This design comes from an exercise in tuning for small area, a short achievable clock period and few clock cycles on the open sky130 flow, not from production work. Function was checked by simulation only, so behaviour that the tests miss may differ from the original. Power and IR drop assume default switching activity.

==> design/flow/design.v <==
module CHIP(clk,
            rst_n,
            mem_wen_D,
            mem_addr_D,
            mem_wdata_D,
            mem_rdata_D,
            mem_addr_I,
            mem_rdata_I
    );
    input         clk, rst_n ;
    output        mem_wen_D  ;
    output [31:0] mem_addr_D ;
    output [31:0] mem_wdata_D;
    input  [31:0] mem_rdata_D;
    output [31:0] mem_addr_I ;
    input  [31:0] mem_rdata_I;
    reg  [31:2] pc;
    reg         ex_valid;
    reg  [4:0]  ex_rd;
    reg         ex_wb, ex_inv, ex_ld, ex_sw, ex_beq, ex_jalr, ex_mul, ex_xor, ex_slt, ex_pcx, ex_pred;
    reg  [31:0] opA, opB, sdata;
    reg  [31:2] ex_pcx_v;
    reg  [31:0] mS, mC;
    reg         mul_fin;
    wire [31:0] inst = mem_rdata_I;
    wire [4:0]  rs1 = inst[19:15];
    wire [4:0]  rs2 = inst[24:20];
    wire [4:0]  rd  = inst[11:7];
    wire i_opimm = ~inst[6] & ~inst[5] &  inst[4] & ~inst[2];
    wire i_op    = ~inst[6] &  inst[5] &  inst[4];
    wire i_load  = ~inst[6] & ~inst[5] & ~inst[4];
    wire i_store = ~inst[6] &  inst[5] & ~inst[4];
    wire i_auipc = ~inst[6] &  inst[4] &  inst[2];
    wire i_beq   =  inst[6] & ~inst[2];
    wire i_jalr  =  inst[6] &  inst[2] & ~inst[3];
    wire i_jal   =  inst[6] &  inst[3];
    wire i_slti  = i_opimm & inst[13];
    wire i_mul   = i_op & inst[25];
    wire i_xor   = i_op & inst[14];
    wire i_sub   = i_op & inst[30];
    wire [31:0] immI = {{20{inst[31]}}, inst[31:20]};
    wire [31:0] immS = {{20{inst[31]}}, inst[31:25], inst[11:7]};
    wire [31:2] immBJ = inst[3] ? {{12{inst[31]}}, inst[19:12], inst[20], inst[30:22]}
                                : {{20{inst[31]}}, inst[7], inst[30:25], inst[11:9]};
    wire [31:2] pc4    = pc + 30'd1;
    wire [31:2] tgt_if = pc + immBJ;
    wire [31:2] pcU    = {pc[31:12] + inst[31:12], pc[11:2]};
    wire        pred   = i_jal | (i_beq & (inst[31] | (rs1 == rs2)));
    reg  [31:0] rf [1:31];
    reg  [31:1] rfv;           
    function [31:0] rf_init;
        input [4:0] a;
        begin
            case (a)
                5'd2:    rf_init = 32'h7fffeffc;
                5'd3:    rf_init = 32'h10008000;
                default: rf_init = 32'h0;
            endcase
        end
    endfunction
    wire [31:0] rd1_raw = (rs1 == 5'd0) ? 32'd0 : rf[rs1];
    wire [31:0] rd2_raw = (rs2 == 5'd0) ? 32'd0 : rf[rs2];
    wire        v1 = (rs1 == 5'd0) ? 1'b0 : rfv[rs1];
    wire        v2 = (rs2 == 5'd0) ? 1'b0 : rfv[rs2];
    wire [31:0] rd1 = v1 ? rd1_raw : rf_init(rs1);
    wire [31:0] rd2 = v2 ? rd2_raw : rf_init(rs2);
    wire        stall   = ex_valid & ex_mul & ~mul_fin;
    wire [31:0] sum     = opA + opB + {31'd0, ex_inv};
    wire        slt     = (opA[31] == opB[31]) ? opA[31] : sum[31];
    wire [31:0] result  = ex_ld  ? mem_rdata_D :
                          ex_xor ? (opA ^ opB) :
                          ex_slt ? {31'd0, slt} :
                          ex_pcx ? {ex_pcx_v, 2'b00} : sum;
    wire        we      = ex_valid & ex_wb & ~stall;
    wire        taken   = (opA == opB);
    wire        redirect = ex_valid & (ex_jalr | (ex_beq & (taken != ex_pred)));
    wire [31:2] redir_pc = ex_jalr ? sum[31:2] : ex_pcx_v;
    assign mem_addr_I  = {pc, 2'b00};
    assign mem_addr_D  = sum;
    assign mem_wdata_D = sdata;
    assign mem_wen_D   = ex_valid & ex_sw;
    wire [31:0] rs1v = (we && ex_rd == rs1) ? result : rd1;
    wire [31:0] rs2v = (we && ex_rd == rs2) ? result : rd2;
    wire        use_immI = ~inst[6] & ~inst[5] | (inst[6] & inst[2]);    
    wire        inv_if   = i_sub | i_slti;
    wire [31:0] opB_sel  = i_store ? immS : use_immI ? immI : rs2v;
    function [63:0] csa;    
        input [31:0] a, b, c;
        reg   [31:0] s, k;
        begin
            s = a ^ b ^ c;
            k = (a & b) | (a & c) | (b & c);
            csa = {k[30:0], 1'b0, s};
        end
    endfunction
    wire [31:0] pp0 = opB[0] ? opA        : 32'd0;
    wire [31:0] pp1 = opB[1] ? {opA[30:0], 1'b0} : 32'd0;
    wire [31:0] pp2 = opB[2] ? {opA[29:0], 2'b0} : 32'd0;
    wire [31:0] pp3 = opB[3] ? {opA[28:0], 3'b0} : 32'd0;
    wire [63:0] l1a = csa(mS, mC, pp0);
    wire [63:0] l1b = csa(pp1, pp2, pp3);
    wire [63:0] l2  = csa(l1a[31:0], l1a[63:32], l1b[31:0]);
    wire [63:0] l3  = csa(l2[31:0], l2[63:32], l1b[63:32]);
    wire        mul_last = (opB[31:4] == 28'd0);
    always @(posedge clk or negedge rst_n) begin
        if (!rst_n) begin
            pc       <= 30'h00100000;
            ex_valid <= 1'b0;
            mul_fin  <= 1'b0;
            rfv      <= 31'd0;
        end else begin
            mul_fin <= stall & mul_last;
            if (we) rfv[ex_rd] <= 1'b1;
            if (redirect)       pc <= redir_pc;
            else if (!stall)    pc <= pred ? tgt_if : pc4;
            if (!stall)         ex_valid <= ~redirect;
        end
    end
    always @(posedge clk) begin
        if (we) rf[ex_rd] <= result;
        if (stall) begin
            mS <= mul_last ? 32'd0 : l3[31:0];
            mC <= mul_last ? 32'd0 : l3[63:32];
            opA <= mul_last ? l3[31:0]  : {opA[27:0], 4'd0};
            opB <= mul_last ? l3[63:32] : {4'd0, opB[31:4]};
        end else begin
            mS <= 32'd0;
            mC <= 32'd0;
            opA <= rs1v;
            opB <= inv_if ? ~opB_sel : opB_sel;
            sdata <= rs2v;
            ex_rd   <= rd;
            ex_wb   <= ~(i_store | i_beq) & (rd != 5'd0);
            ex_inv  <= inv_if;
            ex_ld   <= i_load;
            ex_sw   <= i_store;
            ex_beq  <= i_beq;
            ex_jalr <= i_jalr;
            ex_mul  <= i_mul;
            ex_xor  <= i_xor;
            ex_slt  <= i_slti;
            ex_pcx  <= i_auipc | i_jal | i_jalr;
            ex_pred <= pred;
            ex_pcx_v <= i_auipc ? pcU : (pred | ~i_beq) ? pc4 : tgt_if;
        end
    end
endmodule
==> design/flow/run.sh <==
#!/bin/bash
# synth_recipe.tcl (not shown) runs the flow's synth.tcl, then flattens the netlist and writes it again
# the make line also repeats each setting of config.mk as NAME=value (left out here)
make -C /OpenROAD-flow-scripts/flow DESIGN_CONFIG=/design/flow/config.mk WORK_HOME=/design/flow/orfs CLKGATE_MAP_FILE= SYNTH_SCRIPT=/design/flow/synth_recipe.tcl finish
==> design/flow/config.mk <==
export PLATFORM = sky130hd
export DESIGN_NAME = CHIP
export DESIGN_NICKNAME = CHIP
export VERILOG_FILES = /design/flow/design.v
export SDC_FILE = /design/flow/constraint.sdc
export NUM_CORES = 4
export LEC_CHECK = 0
export CAP_MARGIN = 20
export CORE_MARGIN = 2
export CORE_UTILIZATION = 30
export PLACE_DENSITY = 0.45
export SETUP_SLACK_MARGIN = 0.3
export SLEW_MARGIN = 20
==> design/flow/constraint.sdc <==
create_clock -name core_clock -period 10.0 [get_ports {clk}]
set_input_delay 2.0000 -clock core_clock [delete_from_list [all_inputs] [get_ports {clk}]]
set_output_delay 2.0000 -clock core_clock [all_outputs]
set_load 0.01 [all_outputs]
==> results of run 1 <==
## cells in the mapped netlist (all sizes together), types with 8 or more instances
| cell type | n |
|---|---|
| edfxtp | 1070 |
| mux4 | 564 |
| nor2 | 282 |
| a21oi | 224 |
| nand2 | 214 |
| clkbuf | 192 |
| inv | 192 |
| mux2i | 190 |
| and2 | 182 |
| o21ai | 174 |
| buf | 148 |
| dfxtp | 125 |
| fa | 118 |
| ha | 105 |
| a211oi | 79 |
| xnor2 | 77 |
| nand3 | 65 |
| dfrtp | 62 |
| nor3 | 55 |
| a21o | 54 |
| xor2 | 54 |
| a221oi | 33 |
| o211ai | 31 |
| o221ai | 30 |
| nor4 | 29 |
| o21bai | 29 |
| a22oi | 27 |
| and3 | 27 |
| nand2b | 25 |
| o21a | 21 |
| a31oi | 19 |
| mux2 | 19 |
| nand4 | 19 |
| a2bb2oi | 17 |
| a221o | 15 |
| o31ai | 15 |
| nor2b | 13 |
| nand3b | 12 |
| nor3b | 12 |
| o22ai | 10 |
| a31o | 8 |
| o2111ai | 8 |
| or3 | 8 |
## cell type report
type | count | area share [%]
diodes | 1 | 0.00318
well taps | 3009 | 4.79
clock inverters | 78 | 0.887
clock buffers | 180 | 4.86
flip-flops and latches | 1258 | 46.1
inverters | 197 | 0.947
multi-input cells | 2969 | 39.1
repair buffers | 284 | 3.28
## cell families (layout without fill, tap and decap cells)
logic type,Yosys count,count (layout),share of synthesized area [%]
flip-flops,1258,1258,52.6
AO/OA/AOI/OAI,869,869,8.55
AND/OR/NAND/NOR,971,971,6.97
buffers and inverters,537,739,3.41
multiplexers,773,773,21.5
other,1,3,0.00544
adder cells (fa/ha/maj),223,223,5.34
XOR/XNOR,131,131,1.68
## sequential cells by signal (all words and copies together) (netlist names), 5 cells and up
name,flops
rf,992
opA,32
opB,32
pc,30
rfv,31
ex_rd,5
mS,32
sdata,32
ex_pcx_v,30
mC,29
## worst max-delay path by stage
stage | startpoint | endpoint | slack, ns | depth (start not counted)
floorplan | mem_rdata_I[22] | ex_pcx_v[30]$_DFFE_PN_ | 4.16 | 19
global placement | mem_rdata_I[21] | opB[15]$_DFF_P_ | 2.95 | 12
detailed placement | mem_rdata_I[21] | opB[15]$_DFF_P_ | 2.89 | 12
CTS | opB[0]$_DFF_P_ | mem_addr_D[28] | 2.61 | 12
global route | opB[0]$_DFF_P_ | mem_addr_D[28] | 2.43 | 12
finish | opB[2]$_DFF_P_ | mem_addr_D[25] | 2.56 | 11
## placed cells by master, fill, tap and decap left out, drive strengths merged, types with 21 or more instances in the layout
master | Yosys | layout
o21bai | 29 | 29
clkbuf | 192 | 180
xnor2 | 77 | 77
fa | 118 | 118
nor3 | 55 | 55
mux4 | 564 | 564
nand2 | 214 | 214
o221ai | 30 | 30
mux2i | 190 | 190
a21oi | 224 | 224
xor2 | 54 | 54
o21a | 21 | 21
and2 | 182 | 182
clkdlybuf4s50 | 0 | 147
nand3 | 65 | 65
a211oi | 79 | 79
buf | 148 | 137
o21ai | 174 | 174
edfxtp | 1070 | 1070
and3 | 27 | 27
inv | 192 | 202
dfxtp | 125 | 125
ha | 105 | 105
o211ai | 31 | 31
nor4 | 29 | 29
nor2 | 282 | 282
a221oi | 33 | 33
clkinv | 5 | 63
nand2b | 25 | 25
a21o | 54 | 54
dfrtp | 62 | 62
a22oi | 27 | 27
## metrics by stage
step	total power, W	worst slack, ns	std cells	hold slack [ns]	area [sq um]
floorplan	0.0117	4.16	4764	0.439	68900
global placement	0.0148	2.95	7717	0.456	74100
detailed placement	0.0149	2.89	7717	0.461	74100
CTS	0.0201	2.61	7975	0.471	78600
global route	0.0209	2.43	7976	0.499	78600
finish	0.0200	2.56	7976	0.475	78600
## power by group
group	switching [W]	total [W]	internal (W)
sequential	0.000657	0.00785	0.00719
clock	0.00225	0.00520	0.00295
combinational	0.00460	0.00700	0.00240
total	0.00751	0.0200	0.0125
## metal layers
metal / up-vias / share of wire, % / global-route usage [%]
li1: 18964 / - / -
met1: 24043 / 43 / 28.5
met2: 1700 / 48 / 34.9
met3: 386 / 5.6 / 2.85
met4: 2 / 3.1 / 6.71
met5: - / 0.0052 / 0
## worst max-delay path: cells and delay by family, from the launching register on
family	cells	cell delay [ns]
AO/OA/AOI/OAI	7	1.80
XOR/XNOR	1	1.00
adder cells (fa/ha/maj)	1	0.55
buffers and inverters	2	0.97
flip-flops	1	0.30
==> summary.md, run 1 <==
| Metric | Value |
|---|---|
| Status | finished clean |
| DRC | 0 |
| Footprint of the multi-input gates | 0.0308 sq mm |
| Hold crit path type | reg -> reg |
| Syn avg cell area | 14.5 sq um |
| Hold path depth | 1 |
| I/O pin count | 163 |
| 1st-pass router iterations | 6 |
| Initial DRC count | 4,677 |
| Initial antenna violation count | 11 |
| Synth warnings | 1 |
| Clk sink count | 1,258 |
| Required time of the critical path | 8.00 ns |
| R2R depth | 14 |
| Routability cong. | 0.911 |
| Fin crit share | 74.4% |
| Worst-skew pair later-pin latency | 0.82 ns |
| Die Width | 483 um |
| Yosys top cell by area | edfxtp_1 |
| Share of synthesized registers carrying an async set or reset | 5.01% |
| Sequential area share after synthesis | 52.6% |
| Final Max Tran Viols | 0 |
| Most used DFF post-synth | edfxtp_1 |
| FMAX | 134 MHz |
| Post-layout util | 34.5% |
| Storage cell area | 0.0362 sq mm |
| Reg2Reg Launch Point | opB[0]$_DFF_P_ |
| Synth top area share | 46.6% |
| Critical Path Start Type | register |
| Setup fix buffers added after clock tree synthesis | 0 |
| CTS max path bufs | 3 |
| Die area | 0.234 sq mm |
| FILL cells | 21,847 |
| CP max-delay cell | xnor2_1 |
| Global Route Usage Sum | 21.0% |
| Synth cell types | 108 |
| TritonCTS Buffers | 144 |
| Reg-to-Reg End | opB[26]$_DFF_P_ |
| Starting Density | 30.2% |
| H-tree levels | 4 |
| Post-Syn Instances | 4,763 |
| PortBufs | 158 |
| Die Ht | 483 um |
| Hold Buf Count CTS | 0 |
| Cell mode on critical path | o211ai_1 |
| Remaining global-route overflow | 0 |
| Worst Setup End Kind | primary output |
| Post-DRT Antenna Nets | 0 |
| Worst Max-Slew Pin Slew | 1.26 ns |
| R2R Setup Slk | 4.78 ns |
| Pwr per Cell Area | 255 mW/mm^2 |
| Avg Vias per Cell | 5.65 |
| Hold Fails Final Rpt | 0 |
| # setup viols final | 0 |
| Fin crit period | 7.44 ns |
| Final Skew | 0.0369 ns |
| HPWL Detailed | 159,000 um |
| Max-cap violations | 0 |
| Clock transition at path regs | 0.07 ns |
| Critical Path Max Stage Delay | 1.00 ns |
| Area Overhead vs Synth | 14.1% |
| Clock tree from TritonCTS | done |
| EDFF count, synth | 1,070 |
| Resize count post-CTS | 0 |
| LEAKAGE | 26.8 nW |
| Hold Path Origin | rfv[2]$_DFFE_PN0P_ |
| First-pass GRT wire length | 353,000 um |
| Final nets | 5,143 |
| Data arrival, critical path | 5.44 ns |
| Largest net degree at the start of global routing | 126 |
| Cell Chain, Critical Path | buf_4 -> ha_1 -> o211ai_1 -> o21ai_2 -> o211ai_1 -> o31ai_4 -> a21oi_2 -> o21bai_1 -> a21oi_1 -> xnor2_1 -> clkdlybuf4s50_1 |
| Number of global-route vias before repair | 45,331 |
| CORE AREA | 0.228 sq mm |
| Hold Path Sink | rfv[2]$_DFFE_PN0P_ |
| RSZ-0062 raised after global routing | false |
| Via count | 45,095 |
| Synth Cell Area | 0.0689 sq mm |
| Layout cells sized above 1 | 20.5% |
| Setup TNS | 0 ns |
| Ranking of synthesized cells by area | edfxtp_1 47%, mux4_2 18%, dfxtp_1 3.6% |
| CTS root buf | clkbuf_16 |
| WL final | 250,000 um |
| Slew margin rel. | 15.4% |
| CP max FO | 30 |
| IR drop worst, VDD | 0.000180 V |
| Kind of critical path | reg -> out |
| Synth Register Bits | 1,258 |
| Average routed wire per standard cell | 31.3 um |
| Row Count | 175 |
Testbench counts, summed over its fixed seeds: cycles 38,577.
==> inputs of run 2 (changes only) <==
--- a/design/flow/design.v
+++ b/design/flow/design.v
@@ -23,4 +23,5 @@
     reg  [31:0] mS, mC;
     reg         mul_fin;
+    reg         ex_st;
     wire [31:0] inst = mem_rdata_I;
     wire [4:0]  rs1 = inst[19:15];
@@ -46,5 +47,5 @@
     wire [31:2] tgt_if = pc + immBJ;
     wire [31:2] pcU    = {pc[31:12] + inst[31:12], pc[11:2]};
-    wire        pred   = i_jal | (i_beq & (inst[31] | (rs1 == rs2)));
+    wire        pred_b = i_jal | (i_beq & (inst[31] | (rs1 == rs2)));
     reg  [31:0] rf [1:31];
     reg  [31:1] rfv;           
@@ -59,10 +60,28 @@
         end
     endfunction
-    wire [31:0] rd1_raw = (rs1 == 5'd0) ? 32'd0 : rf[rs1];
-    wire [31:0] rd2_raw = (rs2 == 5'd0) ? 32'd0 : rf[rs2];
-    wire        v1 = (rs1 == 5'd0) ? 1'b0 : rfv[rs1];
-    wire        v2 = (rs2 == 5'd0) ? 1'b0 : rfv[rs2];
+    wire [31:0] dec1 = 32'd1 << rs1;
+    wire [31:0] dec2 = 32'd1 << rs2;
+    reg  [31:0] rd1_raw, rd2_raw;
+    integer k;
+    always @(*) begin
+        rd1_raw = 32'd0;
+        rd2_raw = 32'd0;
+        for (k = 1; k < 32; k = k + 1) begin
+            rd1_raw = rd1_raw | ({32{dec1[k]}} & rf[k]);
+            rd2_raw = rd2_raw | ({32{dec2[k]}} & rf[k]);
+        end
+    end
+    wire        v1  = |(dec1[31:1] & rfv);
+    wire        v2  = |(dec2[31:1] & rfv);
     wire [31:0] rd1 = v1 ? rd1_raw : rf_init(rs1);
     wire [31:0] rd2 = v2 ? rd2_raw : rf_init(rs2);
+    wire        ex_w1   = we && (ex_rd == rs1);
+    wire        jb_ex   = ex_w1 & ex_pcx;
+    wire        jb_x1   = (rs1 == 5'd1) & ~ex_w1;
+    wire        jr_ok   = i_jalr & (jb_ex | jb_x1);
+    wire [31:0] jbase   = jb_ex ? {ex_pcx_v, 2'b00} : (rfv[1] ? rf[1] : 32'd0);
+    wire [31:0] jtgt    = jbase + immI;
+    wire        pred    = pred_b | jr_ok;
+    wire [31:2] pred_pc = i_jalr ? jtgt[31:2] : tgt_if;
     wire        stall   = ex_valid & ex_mul & ~mul_fin;
     wire [31:0] sum     = opA + opB + {31'd0, ex_inv};
@@ -74,10 +93,10 @@
     wire        we      = ex_valid & ex_wb & ~stall;
     wire        taken   = (opA == opB);
-    wire        redirect = ex_valid & (ex_jalr | (ex_beq & (taken != ex_pred)));
+    wire        redirect = ex_valid & ((ex_jalr & ~ex_pred) | (ex_beq & (taken != ex_pred)));
     wire [31:2] redir_pc = ex_jalr ? sum[31:2] : ex_pcx_v;
     assign mem_addr_I  = {pc, 2'b00};
     assign mem_addr_D  = sum;
     assign mem_wdata_D = sdata;
-    assign mem_wen_D   = ex_valid & ex_sw;
+    assign mem_wen_D   = ex_st;
     wire [31:0] rs1v = (we && ex_rd == rs1) ? result : rd1;
     wire [31:0] rs2v = (we && ex_rd == rs2) ? result : rd2;
@@ -109,11 +128,17 @@
             mul_fin  <= 1'b0;
             rfv      <= 31'd0;
+            ex_st    <= 1'b0;
         end else begin
             mul_fin <= stall & mul_last;
             if (we) rfv[ex_rd] <= 1'b1;
             if (redirect)       pc <= redir_pc;
-            else if (!stall)    pc <= pred ? tgt_if : pc4;
+            else if (!stall)    pc <= pred ? pred_pc : pc4;
             if (!stall)         ex_valid <= ~redirect;
+            ex_st <= ~stall & ~redirect & i_store;
         end
+    end
+    always @(posedge clk) begin
+        sdata    <= rs2v;
+        ex_pcx_v <= i_auipc ? pcU : (pred | ~i_beq) ? pc4 : tgt_if;
     end
     always @(posedge clk) begin
@@ -129,5 +154,4 @@
             opA <= rs1v;
             opB <= inv_if ? ~opB_sel : opB_sel;
-            sdata <= rs2v;
             ex_rd   <= rd;
             ex_wb   <= ~(i_store | i_beq) & (rd != 5'd0);
@@ -142,5 +166,4 @@
             ex_pcx  <= i_auipc | i_jal | i_jalr;
             ex_pred <= pred;
-            ex_pcx_v <= i_auipc ? pcU : (pred | ~i_beq) ? pc4 : tgt_if;
         end
     end
==> run 2 against run 1 <==
Still clean on timing, DRC and antenna. Sequential share of layout area is 1.0 points higher. Synthesized area fell by 5.8%. Clock power grew 2%. Setup slack gained 0.0094 ns. Non-clock buffer count rose by 69. Synthesized cell count is 22% higher. Worst hold slack improved by 0.054 ns. Die area shrank 5.7%. Utilization is 0.69 points higher. Sequential power grew 2%. First-iteration DRC count is 130% higher. Total power up 5.5%. Critical path type unchanged. Largest power group unchanged.
==> summary.md, run 2 <==
| Metric | Value |
|---|---|
| Status | finished clean |
| CTS root buf | clkbuf_16 |
| IR drop worst, VDD | 0.000173 V |
| Final nets | 6,246 |
| Hold Fails Final Rpt | 0 |
| Layout cells sized above 1 | 9.33% |
| Synth Register Bits | 1,258 |
| Kind of critical path | reg -> out |
| Routability cong. | 0.947 |
| RSZ-0062 raised after global routing | false |
| Max-cap violations | 0 |
| First-pass GRT wire length | 476,000 um |
| Via count | 57,861 |
| Remaining global-route overflow | 0 |
| Area Overhead vs Synth | 16.3% |
| # setup viols final | 0 |
| CP max-delay cell | xnor2_1 |
| CORE AREA | 0.215 sq mm |
| Layout Cells excl Fill | 8,899 |
| Synth warnings | 1 |
| Critical Path Start Type | register |
| HPWL Detailed | 219,000 um |
| Synth Cell Area | 0.0649 sq mm |
| Worst-skew pair later-pin latency | 0.85 ns |
| Hold Buf Count CTS | 0 |
| Yosys top cell by area | edfxtp_1 |
| Sw Ratio | 40.5% |
| Buf/Inv on CP | 1 |
| Row Count | 170 |
| Die area | 0.220 sq mm |
| H-tree levels | 4 |
| CTS max path bufs | 3 |
| Resize count post-CTS | 0 |
| Worst Max-Slew Pin Slew | 1.26 ns |
| Commonest non-fill, non-tap cell in the layout | edfxtp_1 |
| Final Skew | 0.0766 ns |
| Post-DRT Antenna Nets | 0 |
| Worst Setup End Kind | primary output |
| Clock tree from TritonCTS | done |
| DRC | 0 |
| Largest register by flop count | rf |
| Fin crit share | 74.3% |
| Most used DFF post-synth | edfxtp_1 |
| Number of global-route vias before repair | 54,284 |
| 1st-pass router iterations | 9 |
| Dpl cells | 8,629 |
| TritonCTS Buffers | 141 |
| Global Route Usage Sum | 31.2% |
| Largest net degree at the start of global routing | 59 |
| WL final | 357,000 um |
| Share of synthesized registers carrying an async set or reset | 5.09% |
| NetSw | 0.00856 W |
| Starting Density | 30.2% |
| Slew margin rel. | 15.3% |
| Syn avg cell area | 11.2 sq um |
| Final Max Tran Viols | 0 |
| FMAX | 135 MHz |
| Initial antenna violation count | 31 |
| Required time of the critical path | 8.00 ns |
| Top cells by count, synth | 1,007 x edfxtp_1, 916 x a22oi_1, 568 x nand2_1 |
| Combinational Power Share | 37.2% |
| Ranking of synthesized cells by area | edfxtp_1 47%, a22oi_1 11%, dfxtp_1 5.8% |
| Die Ht | 469 um |
| Synth top area share | 46.6% |
| Average routed wire per standard cell | 40.1 um |
| Post-route worst setup slack | 2.57 ns |
| Total Power | 0.0212 W |
| I/O pin count | 163 |
| EDFF count, synth | 1,007 |
| Delay-heaviest family, CP | compound AO/OA/AOI/OAI gates |
| Count leader, synth | edfxtp_1 |
| Critical Path Max Stage Delay | 0.90 ns |
| Max reg flops | 992 |
| Clock transition at path regs | 0.06 ns |
| PortBufs | 158 |
| Clk sink count | 1,258 |
| Post-Syn Instances | 5,818 |
| Data arrival, critical path | 5.43 ns |
| Cell Chain, Critical Path | ha_1 -> a211o_1 -> a21o_1 -> nor3_2 -> o21ai_1 -> a311oi_2 -> nor2_1 -> o21a_1 -> and2_1 -> xnor2_1 -> clkdlybuf4s50_1 |
| Avg Vias per Cell | 6.50 |
| Clock power share | 25.1% |
| Sequential area share after synthesis | 54.8% |
| Setup TNS | 0 ns |
| Post-layout util | 35.2% |
| Synth cell types | 98 |
| Die Width | 469 um |
| LEAKAGE | 27.1 nW |
| Pwr per Cell Area | 280 mW/mm^2 |
| Flop pwr share | 37.7% |
| Setup fix buffers added after clock tree synthesis | 0 |
| Most frequent cells in the layout | 1,007 x edfxtp_1, 916 x a22oi_1, 566 x nand2_1 |
| Fin crit period | 7.43 ns |
| Pint | 0.0126 W |
| Hold crit path type | reg -> reg |
| CP max FO | 7 |
| Placement Setup Slack | 2.50 ns |
| Initial DRC count | 10,923 |
[run 2: changes by cell type in the layout (fill, tap and decap cells not counted), moves of 90 or more]
cell | previous run | this run
a22oi_1 | 27 | 916
mux4_2 | 564 | 0
nand2_1 | 212 | 566
mux2i_1 | 190 | 59
nand4_1 | 19 | 113
nand3_1 | 65 | 155
[run 2: power groups by stage]
stage                     Clock (W)  Sequential (W)  Combinational, W
after detailed placement          0         0.00806           0.00762
after CTS                   0.00533         0.00795           0.00766
after global routing        0.00555         0.00799           0.00837
after floorplan                   0         0.00764           0.00416
after global placement            0         0.00806           0.00758
final                       0.00532         0.00798           0.00786
[run 2: per-layer routing]
metal  up-vias  wire (um)  part of all wire [%]  track usage [%]
li1      22712          -                     -                -
met5         -        143                 0.040                0
met4        24      20700                   5.8             14.5
met1     29240     135000                    38             40.2
met3      1090      49000                    14             11.2
met2      4795     151000                    42             46.6
[run 2: area by class of cell]
cell class                 instances  area (sq um)
antenna                            7          17.5
tap                             2838          3550
clock buffer                     180          3700
sequential                      1258         35600
inverter                         222           833
clock inverter                    82           907
multi-input combinational       3959         27900
fill                           21270        139000
timing repair buffer             353          3070
[run 2: through the flow]
step,cell area (sq um),hold WS [ns]
after floorplan,64900,0.441
after global placement,70900,0.511
after detailed placement,70900,0.508
after CTS,75500,0.518
after global routing,75500,0.541
final,75500,0.529
[run 2: kinds of logic after synthesis]
logic type / synth area share, %
buf+inv: 3.55
simple gates: 12.6
xor+xnor: 2.12
mux: 1.01
other cells: 0.00577
compound gates: 19.8
flops: 54.8
fa+ha+maj: 6.10
[run 2: worst paths after layout]
path                                     start                   to  slack [ns]  cells past startpoint
max reg2reg                     opB[0]$_DFF_P_      opA[12]$_DFF_P_        4.41                     15
max in group asynchronous                rst_n  rfv[18]$_DFFE_PN0P_        7.91                      2
min                        rfv[13]$_DFFE_PN0P_  rfv[13]$_DFFE_PN0P_        0.53                      1
max                             opA[6]$_DFF_P_       mem_addr_D[29]        2.57                     11
min in group asynchronous                rst_n   pc[15]$_DFFE_PN0P_        1.13                      1
min reg2reg                rfv[13]$_DFFE_PN0P_  rfv[13]$_DFFE_PN0P_        0.53                      1
Testbench counts of run 2, summed over its fixed seeds: cycles 37,510.

re-timing with driven ports:
The flow's constraints put no driver on any port. The routed layouts listed below were extracted and timed again, unchanged, in two steps.
Step 1 sets driving cells, clkbuf_16 on the clock port and buf_2 on the other inputs (assumed; they add their load-dependent delay and slew).
Step 2 moves the port delays by t, midway between the first and last clock arrival at a register: inputs arrive t later, outputs are due t later. That takes back most of the time a late clock gives input paths.
Slacks: ideal / step 1 / step 2; pairs: ideal / step 1.
run	t (ns)	slack for setup (ns)	hold slack, ns	slew at the worst register clock pin (ns)	worst data-port slew with drivers (ns)
run 1	0.897	2.557 / 2.462 / 2.902	0.475 / 0.475 / 0.475	0.07 / 0.07	0.07
run 2	0.897	2.566 / 2.476 / 2.330	0.529 / 0.529 / 0.529	0.07 / 0.07	0.06
After both steps every run listed still meets setup and hold. The setup slack of run 2, which loses most, moves by -0.090 ns with the drivers and by -0.236 ns with both steps.
